Source: an optimization exercise on an open RTL-to-GDS flow (aim: small area, a short achievable clock period and few clock cycles). Production flows keep margins and buffers that such runs may drop.
The RTL was checked by simulation tests, not by an equivalence proof against the original design.
Power is estimated from default activity; no workload was simulated.

## job 2386
// DIV
module DIV(
  input         clock,
  input         reset,
  output        io_in_ready,
  input         io_in_valid,
  input         io_in_bits_ctrl_flow_divw,
  input         io_in_bits_ctrl_flow_div_signed,
  input         io_in_bits_ctrl_flow_flush,
  input  [31:0] io_in_bits_ctrl_data_src1,
  input  [31:0] io_in_bits_ctrl_data_src2,
  input         io_out_ready,
  output        io_out_valid,
  output [31:0] io_out_bits_result_quotient,
  output [31:0] io_out_bits_result_remainder
);
  localparam [2:0] S_LOAD = 3'd0, S_ALIGN = 3'd1, S_ITER = 3'd2,
                   S_RESTORE = 3'd3, S_DONE = 3'd4;
  function [1:0] lz2(input [1:0] v);
    lz2 = {~v[1] & ~v[0], ~v[1]};
  endfunction
  function [2:0] lz4(input [3:0] v);
    reg [1:0] h, l;
    begin
      h = lz2(v[3:2]); l = lz2(v[1:0]);
      lz4 = {h[1] & l[1], h[1], h[1] ? l[0] : h[0]};
    end
  endfunction
  function [3:0] lz8(input [7:0] v);
    reg [2:0] h, l;
    begin
      h = lz4(v[7:4]); l = lz4(v[3:0]);
      lz8 = {h[2] & l[2], h[2], h[2] ? l[1:0] : h[1:0]};
    end
  endfunction
  function [4:0] lz16(input [15:0] v);
    reg [3:0] h, l;
    begin
      h = lz8(v[15:8]); l = lz8(v[7:0]);
      lz16 = {h[3] & l[3], h[3], h[3] ? l[2:0] : h[2:0]};
    end
  endfunction
  function [5:0] lzc32(input [31:0] v);
  ...
Size: about 1600 cells after synthesis, about 120 flip-flops, roughly 140 I/O pins.
clock: 8.0 ns
lec_check: 0
abc_clock_period_in_ps: 3000
cap_margin: 20
core_margin: 2
core_utilization: 40
place_density: 0.6
setup_slack_margin: 4.4
slew_margin: 20
run.sh (not shown) runs the stock make flow with config.mk's settings and CLKGATE_MAP_FILE= SYNTH_SCRIPT=/design/flow/synth_recipe.tcl, a recipe that flattens the netlist after the stock synthesis.
Testbench counts of job 2386, summed over its fixed seeds: cycles 16,913.
Input-level comparison between job 4873 and job 2386:
Settings: putting ABC_AREA at 1 where nothing was set.
### Flow results
Measured against job 2386, the number of nets in the synthesized netlist of job 4873 comes out at 1.13 times the reference value. Note that the aggregate routed wire length recorded for job 4873 amounts to 0.914 times the value seen in job 2386. Of the two values seen for worst-path cell with the longest stage delay, sky130_fd_sc_hd__xnor2_2 was produced by job 2386 and sky130_fd_sc_hd__buf_4 by job 4873. Post-layout worst setup margin improves in job 4873 relative to job 2386. Job 4873 ended with less share of the final layout cell area in multi-input gates than job 2386.
Input-level comparison between job 3725 and job 4873:
Settings: a change of SETUP_SLACK_MARGIN from 4.4 to 4.0; a deleted ABC_AREA that had been 1.
==> run summary <==
Job 3725: done, clean on timing, DRC and antenna
On worst-case clock buffer depth, job 4873 and job 3725 are basically level.
Comparing job 4873 and job 3725, the lower power was measured on job 3725.
Compared with job 4873, in job 3725 sum of routed wire length over all layers higher, peak clock frequency supported by timing -0.030 GHz.
Looking at sequential share of layout area, job 3725 sits 1.3 points lower than job 4873 does.
Re count of inserted antenna diode cells: no difference whatsoever between job 4873 and job 3725.
met1 track demand over resource of job 3725 is on par with job 4873.
Job 3725 against job 4873; final cell count is down by more than 10%.
| post-layout worst setup margin | job 3725 vs job 4873 | worse |
Compared with job 4873, job 3725 shows total die area that has gone up by a few percent.
On job 3725: cell area is 7.0% higher than what job 4873 gave.

---

== build 35 ==
Another version of the RTL of DIV (not shown whole).
For scale: about 120 flip-flops, roughly 140 I/O pins, roughly 0.012 mm² of cells after synthesis.
clock: 8.0 ns
lec_check: 0
abc_area: 1
abc_clock_period_in_ps: 3000
cap_margin: 0
core_margin: 2
core_utilization: 40
cts_buf_list: sky130_fd_sc_hd__clkbuf_8
place_density: 0.6
setup_slack_margin: 4.95
slew_margin: 0
standard.sh (not shown) runs the stock make flow with config.mk's settings and CLKGATE_MAP_FILE= SYNTH_SCRIPT=/design/flow/synth_recipe.tcl, a recipe that flattens the netlist after the stock synthesis.
==> flow/flow/run.sh <==
#!/bin/bash
export BUFFER_PORTS_ARGS="-buffer_cell sky130_fd_sc_hd__buf_1"
bash standard.sh > standard.log 2>&1
Testbench counts of build 35, summed over its fixed seeds: cycles 16,908.
--- input diff build 35..build 80 ---
diff --git a/flow/config.mk b/flow/config.mk
--- a/flow/config.mk
+++ b/flow/config.mk
@@ -15 +15 @@
-export SETUP_SLACK_MARGIN = 4.95
+export SETUP_SLACK_MARGIN = 5
==> run summary <==
- As far as clock slew seen by the registers of the worst setup and hold paths is concerned, build 35 and build 80 perform about the same.
- Across both runs, overall power consumption was higher for build 80 than for build 35.
- Buffering overhead: build 35 and build 80 compared, lower one is build 35
- [compare] base=build 35 new=build 80: met1 routed wirelength after detailed routing has increased, biggest fanout along the worst timing path decreased by 1 relative to the old numbers, final number of setup-violating endpoints did not really move, estimated wirelength of the detail-placed design neither gained nor lost much.
- The number of placed instances, taps included was comparable across build 35 and build 80.
- Diff build 35 -> build 80 | final wirelength | up by a few percent
- Build 80 ended with every stage complete and zero timing, DRC or antenna violations.
- Between build 35 and build 80, area growth from synthesis to final layout increased.
Modified inputs, build 88 compared to build 80
diff --git a/flow/config.mk b/flow/config.mk
--- a/flow/config.mk
+++ b/flow/config.mk
@@ -15 +15 @@
-export SETUP_SLACK_MARGIN = 5
+export SETUP_SLACK_MARGIN = 4.85
==> run summary <==
The lower wire length reported by the detailed router of build 80 and build 88 is in build 88. Diff build 80 -> build 88: ratio of total power to cell area about even, clock period minus worst slack fell 0.056 ns. [compare] base=build 80 new=build 88: worst setup slack picked up an extra 0.056 ns, sum of routed wire segments on met1 -about 4%, routability-driven placement congestion ratio decreased 2.0%, total placed instance area lower.
The inputs of build 71 differ from those of build 88 as listed below.
diff --git a/flow/config.mk b/flow/config.mk
--- a/flow/config.mk
+++ b/flow/config.mk
@@ -15 +15 @@
-export SETUP_SLACK_MARGIN = 4.85
+export SETUP_SLACK_MARGIN = 4.7
## What came out
Against build 88, build 71 comes in 46% lower on post-cts sizing count.
Number of antenna violations at the first check in global routing came out exactly the same in build 71 and build 88.
As far as sequential fraction of the synthesis area goes, build 71 and build 88 are indistinguishable; the numbers are identical.
From build 88 to build 71 the numbers moved as follows: multi-input combinational cell count flat, proportion of power drawn by combinational gates down 1.0 points, filler-free cell count of the finished design down about 0.6%, wire length down about 2.2%.
Build 71 vs. build 88: cell area went down; post-route minimum period increased 0.21 ns; final worst-path setup slack shrank by 0.21 ns; power fell by 2.4%.

---

The RTL this note starts from:
==> flow/design.v <==
module DIV(
  input         clock,
  input         reset,
  output        io_in_ready,
  input         io_in_valid,
  input         io_in_bits_ctrl_flow_divw,
  input         io_in_bits_ctrl_flow_div_signed,
  input         io_in_bits_ctrl_flow_flush,
  input  [31:0] io_in_bits_ctrl_data_src1,
  input  [31:0] io_in_bits_ctrl_data_src2,
  input         io_out_ready,
  output        io_out_valid,
  output [31:0] io_out_bits_result_quotient,
  output [31:0] io_out_bits_result_remainder
);
  localparam [1:0] S_LOAD = 2'd0, S_ALIGN = 2'd1, S_ITER = 2'd2, S_DONE = 2'd3;
  function [1:0] lz2(input [1:0] v);
    lz2 = {~v[1] & ~v[0], ~v[1]};
  endfunction
  function [2:0] lz4(input [3:0] v);
    reg [1:0] h, l;
    begin
      h = lz2(v[3:2]); l = lz2(v[1:0]);
      lz4 = {h[1] & l[1], h[1], h[1] ? l[0] : h[0]};
    end
  endfunction
  function [3:0] lz8(input [7:0] v);
    reg [2:0] h, l;
    begin
      h = lz4(v[7:4]); l = lz4(v[3:0]);
      lz8 = {h[2] & l[2], h[2], h[2] ? l[1:0] : h[1:0]};
    end
  endfunction
  function [4:0] lz16(input [15:0] v);
    reg [3:0] h, l;
    begin
      h = lz8(v[15:8]); l = lz8(v[7:0]);
      lz16 = {h[3] & l[3], h[3], h[3] ? l[2:0] : h[2:0]};
    end
  endfunction
  function [5:0] lzc32(input [31:0] v);
    reg [4:0] h, l;
    begin
      h = lz16(v[31:16]); l = lz16(v[15:0]);
      lzc32 = (h[4] & l[4]) ? 6'd32 : {1'b0, h[4], h[4] ? l[3:0] : h[3:0]};
    end
  endfunction
  wire [31:0] a  = io_in_bits_ctrl_data_src1;
  wire [31:0] b  = io_in_bits_ctrl_data_src2;
  wire        sg = io_in_bits_ctrl_flow_div_signed;
  wire        go = io_in_valid & ~io_in_bits_ctrl_flow_flush;
  reg  [1:0]  state;
  reg  [32:0] X;       
  reg  [32:0] E;       
  reg  [31:0] Q;       
  reg  [4:0]  cnt;     
  reg         neg_a;   
  reg         neg_q;   
  wire        sa  = sg & a[31];
  wire        sb  = sg & b[31];
  wire        nq  = sa ^ sb;
  wire [31:0] ap  = a ^ {32{sa}};    
  wire [31:0] bp  = b ^ {32{sb}};    
  wire        dz  = (b == 32'd0);
  wire [6:0]  sfull = {1'b0, lzc32(bp)} - {1'b0, lzc32(ap)} + {6'd0, sa};
  wire        short = sfull[6];                
  wire [4:0]  s   = (sfull[5] | sfull[4:0] == 5'd31) ? 5'd31 : sfull[4:0];
  wire [31:0] qdz = (sg & ~a[31]) ? 32'd1 : 32'hffffffff;
  wire        cin  = ~neg_q;
  wire [32:0] T    = X + E + {32'd0, cin};
  wire        tz   = ((X ^ E) == {(X[31:0] | E[31:0]), cin});
  wire        acc  = neg_a ? (T[32] | tz) : ~T[32];
  wire [32:0] Esh  = (E << cnt) | ({33{~neg_q}} & ~({33{1'b1}} << cnt));
  always @(posedge clock) begin
    if (reset) begin
      state <= S_LOAD;
    end else if (!go) begin
      state <= S_LOAD;
    end else begin
      case (state)
        S_LOAD:  state <= (dz | short) ? S_DONE : S_ALIGN;
        S_ALIGN: state <= (neg_q & ~acc) ? S_DONE : S_ITER;
        S_ITER:  state <= (cnt == 5'd0) ? S_DONE : S_ITER;
        default: state <= S_LOAD;
      endcase
    end
  end
  always @(posedge clock) begin
    case (state)
      S_LOAD: begin
        X     <= {sa, a};
        E     <= {b[31] & sg, b} ^ {33{~nq}};
        Q     <= dz ? qdz : 32'd0;
        cnt   <= s;
        neg_a <= sa;
        neg_q <= nq;
      end
      S_ALIGN: begin
        if (neg_q & acc) X <= T;
        Q <= {32{neg_q & acc}};
        E <= Esh;
      end
      S_ITER: begin
        if (acc) X <= T;
        Q   <= {Q[30:0], acc ^ neg_q};
        E   <= {E[32], E[32:1]};
        cnt <= cnt - 5'd1;
      end
      default: ;
    endcase
  end
  assign io_in_ready = 1'b1;
  assign io_out_valid = (state == S_DONE);
  assign io_out_bits_result_quotient = Q;
  assign io_out_bits_result_remainder = X[31:0];
endmodule
Settings: LEC_CHECK=0, CAP_MARGIN=20, CORE_MARGIN=2, CORE_UTILIZATION=40, PLACE_DENSITY=0.6, SLEW_MARGIN=20; clock period 8.0 ns.
run.sh (not shown) runs the stock make flow with config.mk's settings and CLKGATE_MAP_FILE= SYNTH_SCRIPT=/design/flow/synth_recipe.tcl, a recipe that flattens the netlist after the stock synthesis.
Stock flow here: none of the scripts above is used.
The first run finished with timing, DRC and antenna clean.
Testbench counts at the start, summed over its fixed seeds: cycles 16,851.
==> next run, changes <==
- ABC_CLOCK_PERIOD_IN_PS: not set -> 3000
- SETUP_SLACK_MARGIN: not set -> 4.5
After rerunning:
- sequential share of layout area drops by 2.0 points
- fmax climbs by 41%
- register-to-register slack is better by 0.77 ns
- routed wire length climbs by 7.0%
- synthesized cell count stays the same
- combinational power climbs by about 9%
- cell count climbs by 3.5%
- sequential cell count does not change
- count of clock-buffer cells in the layout stays the same
- setup slack is better by 1.9 ns
- critical path depth drops by 3
==> next run, changes <==
- ABC_CLOCK_PERIOD_IN_PS: 3000 -> 2000
- SETUP_SLACK_MARGIN: 4.5 -> 5
After rerunning: Total power increases by a few percent. Global-route usage goes up by 0.81 points. First-iteration DRC count went down by roughly a tenth. Routed wire length increases by a few percent. Clock power barely changes.

---

RTL: one of the versions met above, not the one the previous note started from.
Size in the first run: ~120 flip-flops, roughly 12000 sq um of cells after synthesis.
==> flow/design.v (excerpt) <==
module DIV(
  input         clock,
  input         reset,
  output        io_in_ready,
  input         io_in_valid,
  input         io_in_bits_ctrl_flow_divw,
  input         io_in_bits_ctrl_flow_div_signed,
  input         io_in_bits_ctrl_flow_flush,
  input  [31:0] io_in_bits_ctrl_data_src1,
  input  [31:0] io_in_bits_ctrl_data_src2,
  input         io_out_ready,
  output        io_out_valid,
  output [31:0] io_out_bits_result_quotient,
  output [31:0] io_out_bits_result_remainder
);
  localparam [2:0] S_LOAD = 3'd0, S_ALIGN = 3'd1, S_ITER = 3'd2,
                   S_RESTORE = 3'd3, S_DONE = 3'd4;
  function [1:0] lz2(input [1:0] v);
    lz2 = {~v[1] & ~v[0], ~v[1]};
  endfunction
  function [2:0] lz4(input [3:0] v);
    reg [1:0] h, l;
    begin
      h = lz2(v[3:2]); l = lz2(v[1:0]);
      lz4 = {h[1] & l[1], h[1], h[1] ? l[0] : h[0]};
    end
  endfunction
  function [3:0] lz8(input [7:0] v);
    reg [2:0] h, l;
    begin
      h = lz4(v[7:4]); l = lz4(v[3:0]);
      lz8 = {h[2] & l[2], h[2], h[2] ? l[1:0] : h[1:0]};
    end
  endfunction
  function [4:0] lz16(input [15:0] v);
    reg [3:0] h, l;
    begin
      h = lz8(v[15:8]); l = lz8(v[7:0]);
      lz16 = {h[3] & l[3], h[3], h[3] ? l[2:0] : h[2:0]};
    end
  endfunction
  function [5:0] lzc32(input [31:0] v);
    reg [4:0] h, l;
    begin
      h = lz16(v[31:16]); l = lz16(v[15:0]);
  ...
Settings: LEC_CHECK=0, ABC_AREA=1, ABC_CLOCK_PERIOD_IN_PS=3000, CAP_MARGIN=0, CORE_MARGIN=2, CORE_UTILIZATION=60, CTS_BUF_LIST=sky130_fd_sc_hd__clkbuf_8, PLACE_DENSITY=0.7, SETUP_SLACK_MARGIN=4.85, SLEW_MARGIN=0; clock period 8.0 ns.
standard.sh (not shown) runs the stock make flow with config.mk's settings and CLKGATE_MAP_FILE= SYNTH_SCRIPT=/design/flow/synth_recipe.tcl, a recipe that flattens the netlist after the stock synthesis.
Scripts as last shown in full above: flow/flow/run.sh
Testbench counts at the start, summed over its fixed seeds: cycles 16,908.
==> next run, changes <==
CORE_UTILIZATION = 40   (was 60)
CTS_BUF_LIST = sky130_fd_sc_hd__clkbuf_4 sky130_fd_sc_hd__clkbuf_8   (was sky130_fd_sc_hd__clkbuf_8)
PLACE_DENSITY = 0.6   (was 0.7)
After rerunning: Routed wire length climbs by 2.5%; worst hold slack got worse by 0.0030 ns; cell count came out higher by 4.7%.
==> next run, changes <==
CTS_BUF_LIST = sky130_fd_sc_hd__clkbuf_8   (was sky130_fd_sc_hd__clkbuf_4 sky130_fd_sc_hd__clkbuf_8)
PLACE_DENSITY = 0.75   (was 0.6)
After rerunning: Wire length rose by 2.9%. Setup slack is worse by 0.16 ns. Core utilization increases by 2.5 points. First-iteration DRC count grows by 14%. Synthesized area stays the same. Register-to-register slack degrades by 0.12 ns. Worst hold slack barely changes.
==> next run, changes <==
==> flow/run.sh (new file) <==
#!/bin/bash
# synth_recipe.tcl (not shown) runs the flow's synth.tcl, then flattens the netlist and writes it again
# the make line also repeats each setting of config.mk as NAME=value (left out here)
make -C /OpenROAD-flow-scripts/flow DESIGN_CONFIG=/design/flow/config.mk WORK_HOME=/design/flow/orfs CLKGATE_MAP_FILE= SYNTH_SCRIPT=/design/flow/synth_recipe.tcl finish
PLACE_DENSITY = 0.6   (was 0.75)
SETUP_SLACK_MARGIN = 4.7   (was 4.85)
removed: flow/flow/run.sh
removed: flow/standard.sh
The changed run ran to the end with no violations.
Cell count went down slightly.
Total power went down slightly.
Routed wire length went down slightly.
Count of clock-buffer cells in the layout went down by 1.

---

DIV again, from the RTL that the note above started with.
Settings: LEC_CHECK=0, ABC_AREA=1, ABC_CLOCK_PERIOD_IN_PS=3000, CAP_MARGIN=0, CORE_MARGIN=2, CORE_UTILIZATION=40, CTS_BUF_LIST=sky130_fd_sc_hd__clkbuf_8, GPL_ROUTABILITY_DRIVEN=0, PLACE_DENSITY=0.6, SETUP_SLACK_MARGIN=4.85, SLEW_MARGIN=0; clock period 8.0 ns.
==> flow/flow/run.sh <==
#!/bin/bash
export BUFFER_PORTS_ARGS="-buffer_cell sky130_fd_sc_hd__buf_1"
bash standard.sh > standard.log 2>&1
Testbench counts at the start, summed over its fixed seeds: cycles 16,908.
Next try:
Settings changed: GPL_ROUTABILITY_DRIVEN 0 to not set, SETUP_SLACK_MARGIN 4.85 to 4.4.
Effect: Utilization goes down by 3.1 points; combinational power shrinks by about 5%; synthesized cell count does not change; clock-buffer cell count grows by 1; die area does not change; global-route usage increases by 1.3 points; final cell count fell by 1.7%; synthesized area does not change; worst setup slack loses 0.33 ns; wire length goes up by 0.45%.
Next try:
Settings changed: CORE_UTILIZATION 40 to 60, PLACE_DENSITY 0.6 to 0.7, SETUP_SLACK_MARGIN 4.4 to 4.7.
Worst setup slack improves by 0.26 ns.
Final area is higher slightly.
Routed wire length is lower by a few percent.
Next try:
==> flow/run.sh (new file) <==
#!/bin/bash
# synth_recipe.tcl (not shown) runs the flow's synth.tcl, then flattens the netlist and writes it again
# the make line also repeats each setting of config.mk as NAME=value (left out here)
make -C /OpenROAD-flow-scripts/flow DESIGN_CONFIG=/design/flow/config.mk WORK_HOME=/design/flow/orfs CLKGATE_MAP_FILE= SYNTH_SCRIPT=/design/flow/synth_recipe.tcl finish
Settings changed: CAP_MARGIN 0 to 20, CORE_UTILIZATION 60 to 40, CTS_BUF_LIST sky130_fd_sc_hd__clkbuf_8 to not set, PLACE_DENSITY 0.7 to 0.6, SLEW_MARGIN 0 to 20.
removed: flow/flow/run.sh
removed: flow/standard.sh
Result: The new run finished with timing, DRC and antenna clean; synthesized cell count does not change; non-clock buffer count is higher by 24; total power is higher by 13%; combinational power is higher by about 10%; wire length is higher by 11%; clock skew is about the same; cell count is higher by 6.8%; final area is higher by 14%; clock-buffer cell count is higher by 1; global-route usage is lower by 11 points; maximum frequency is lower by 0.54%.
Next try:
==> flow/flow/run.sh (new file) <==
#!/bin/bash
export BUFFER_PORTS_ARGS="-buffer_cell sky130_fd_sc_hd__buf_1"
bash standard.sh > standard.log 2>&1
==> flow/standard.sh (new file) <==
#!/bin/bash
# synth_recipe.tcl (not shown) runs the flow's synth.tcl, then flattens the netlist and writes it again
# the make line also repeats each setting of config.mk as NAME=value (left out here)
make -C /OpenROAD-flow-scripts/flow DESIGN_CONFIG=/design/flow/config.mk WORK_HOME=/design/flow/orfs CLKGATE_MAP_FILE= SYNTH_SCRIPT=/design/flow/synth_recipe.tcl "${@:-finish}"
Settings changed: CAP_MARGIN 20 to 0, CTS_BUF_LIST set to sky130_fd_sc_hd__clkbuf_8, SETUP_SLACK_MARGIN 4.7 to 4.85, SLEW_MARGIN 20 to 0, TNS_END_PERCENT set to 50.
removed: flow/run.sh
After rerunning: Worst setup slack improves by 0.16 ns; power is lower by 6.2%; critical path depth fell by 5; core utilization falls by 4.1 points; fmax increases by about 5%.
Next try:
==> flow/run.sh (new file) <==
#!/bin/bash
# synth_recipe.tcl (not shown) runs the flow's synth.tcl, then flattens the netlist and writes it again
# the make line also repeats each setting of config.mk as NAME=value (left out here)
make -C /OpenROAD-flow-scripts/flow DESIGN_CONFIG=/design/flow/config.mk WORK_HOME=/design/flow/orfs CLKGATE_MAP_FILE= SYNTH_SCRIPT=/design/flow/synth_recipe.tcl finish
Settings changed: CAP_MARGIN 0 to 20, CTS_BUF_LIST sky130_fd_sc_hd__clkbuf_8 to not set, SETUP_SLACK_MARGIN 4.85 to 4.4, SLEW_MARGIN 0 to 20, TNS_END_PERCENT 50 to not set.
removed: flow/flow/run.sh
removed: flow/standard.sh
Wire length went down slightly.
Via count went down slightly.
Die area stays the same.
Non-clock buffer count shrinks by 21.

[separate check: timing with driven ports]
No port has a modelled driver above. Below, the same layouts with a new extraction and two added sets of constraints.
Step 1 sets driving cells, clkbuf_16 on the clock port and buf_2 on the other inputs (assumed; they add their load-dependent delay and slew).
Step 2 times the ports against the registers' clock, not the clock port: input delays grow and output delays shrink by t, the midpoint of the rising clock arrivals with the driver on.
Slacks: ideal ports / drivers / drivers and shift; pairs: ideal ports / drivers.
| run | shift t [ns] | setup WS [ns] | latest minus earliest clock arrival (ns) | slew at the worst register clock pin (ns) | cell pins on the clock port's net |
|---|---|---|---|---|---|
| job 2386 | 0.485 | 4.307 / 4.307 / 4.014 | 0.012 / 0.012 | 0.07 / 0.07 | 1 |
| job 4873 | 0.496 | 4.487 / 4.518 / 4.022 | 0.016 / 0.016 | 0.08 / 0.08 | 1 |
| job 3725 | 0.490 | 4.074 / 4.074 / 3.650 | 0.011 / 0.011 | 0.07 / 0.07 | 1 |
| build 35 | 0.506 | 4.903 / 4.895 / 4.389 | 0.016 / 0.016 | 0.09 / 0.09 | 1 |
| build 80 | 0.499 | 4.880 / 4.861 / 4.362 | 0.021 / 0.021 | 0.09 / 0.09 | 1 |
| build 88 | 0.519 | 4.936 / 4.831 / 4.312 | 0.019 / 0.020 | 0.09 / 0.09 | 1 |
| build 71 | 0.512 | 4.724 / 4.724 / 4.272 | 0.021 / 0.021 | 0.09 / 0.09 | 1 |
| the first run of note 3 | 0.419 | 1.436 / 1.464 / 1.045 | 0.015 / 0.015 | 0.09 / 0.09 | 1 |
| the second run of note 3 | 0.418 | 3.346 / 3.371 / 2.953 | 0.017 / 0.017 | 0.10 / 0.10 | 1 |
| the third run of note 3 | 0.418 | 3.366 / 3.390 / 2.972 | 0.012 / 0.013 | 0.09 / 0.09 | 1 |
| the first run of note 4 | 0.513 | 4.761 / 4.753 / 4.240 | 0.015 / 0.016 | 0.09 / 0.09 | 1 |
| the second run of note 4 | 0.519 | 4.936 / 4.831 / 4.312 | 0.019 / 0.020 | 0.09 / 0.09 | 1 |
| the third run of note 4 | 0.512 | 4.778 / 4.770 / 4.259 | 0.010 / 0.011 | 0.08 / 0.08 | 1 |
| the fourth run of note 4 | 0.510 | 4.753 / 4.744 / 4.270 | 0.019 / 0.019 | 0.09 / 0.09 | 1 |
| the first run of note 5 | 0.523 | 4.821 / 4.850 / 4.327 | 0.014 / 0.014 | 0.09 / 0.09 | 1 |
| the second run of note 5 | 0.506 | 4.492 / 4.515 / 4.009 | 0.020 / 0.020 | 0.09 / 0.09 | 1 |
| the third run of note 5 | 0.504 | 4.752 / 4.752 / 4.285 | 0.015 / 0.015 | 0.09 / 0.09 | 1 |
| the fourth run of note 5 | 0.476 | 4.734 / 4.762 / 4.286 | 0.014 / 0.014 | 0.07 / 0.07 | 1 |
| the fifth run of note 5 | 0.510 | 4.894 / 4.779 / 4.268 | 0.019 / 0.019 | 0.09 / 0.09 | 1 |
| the sixth run of note 5 | 0.477 | 4.532 / 4.554 / 4.077 | 0.014 / 0.014 | 0.07 / 0.07 | 1 |
After both steps setup and hold are still met in every run listed. The setup slack of the fifth run of note 5, which loses most, moves by -0.115 ns with the drivers and by -0.626 ns with both steps.
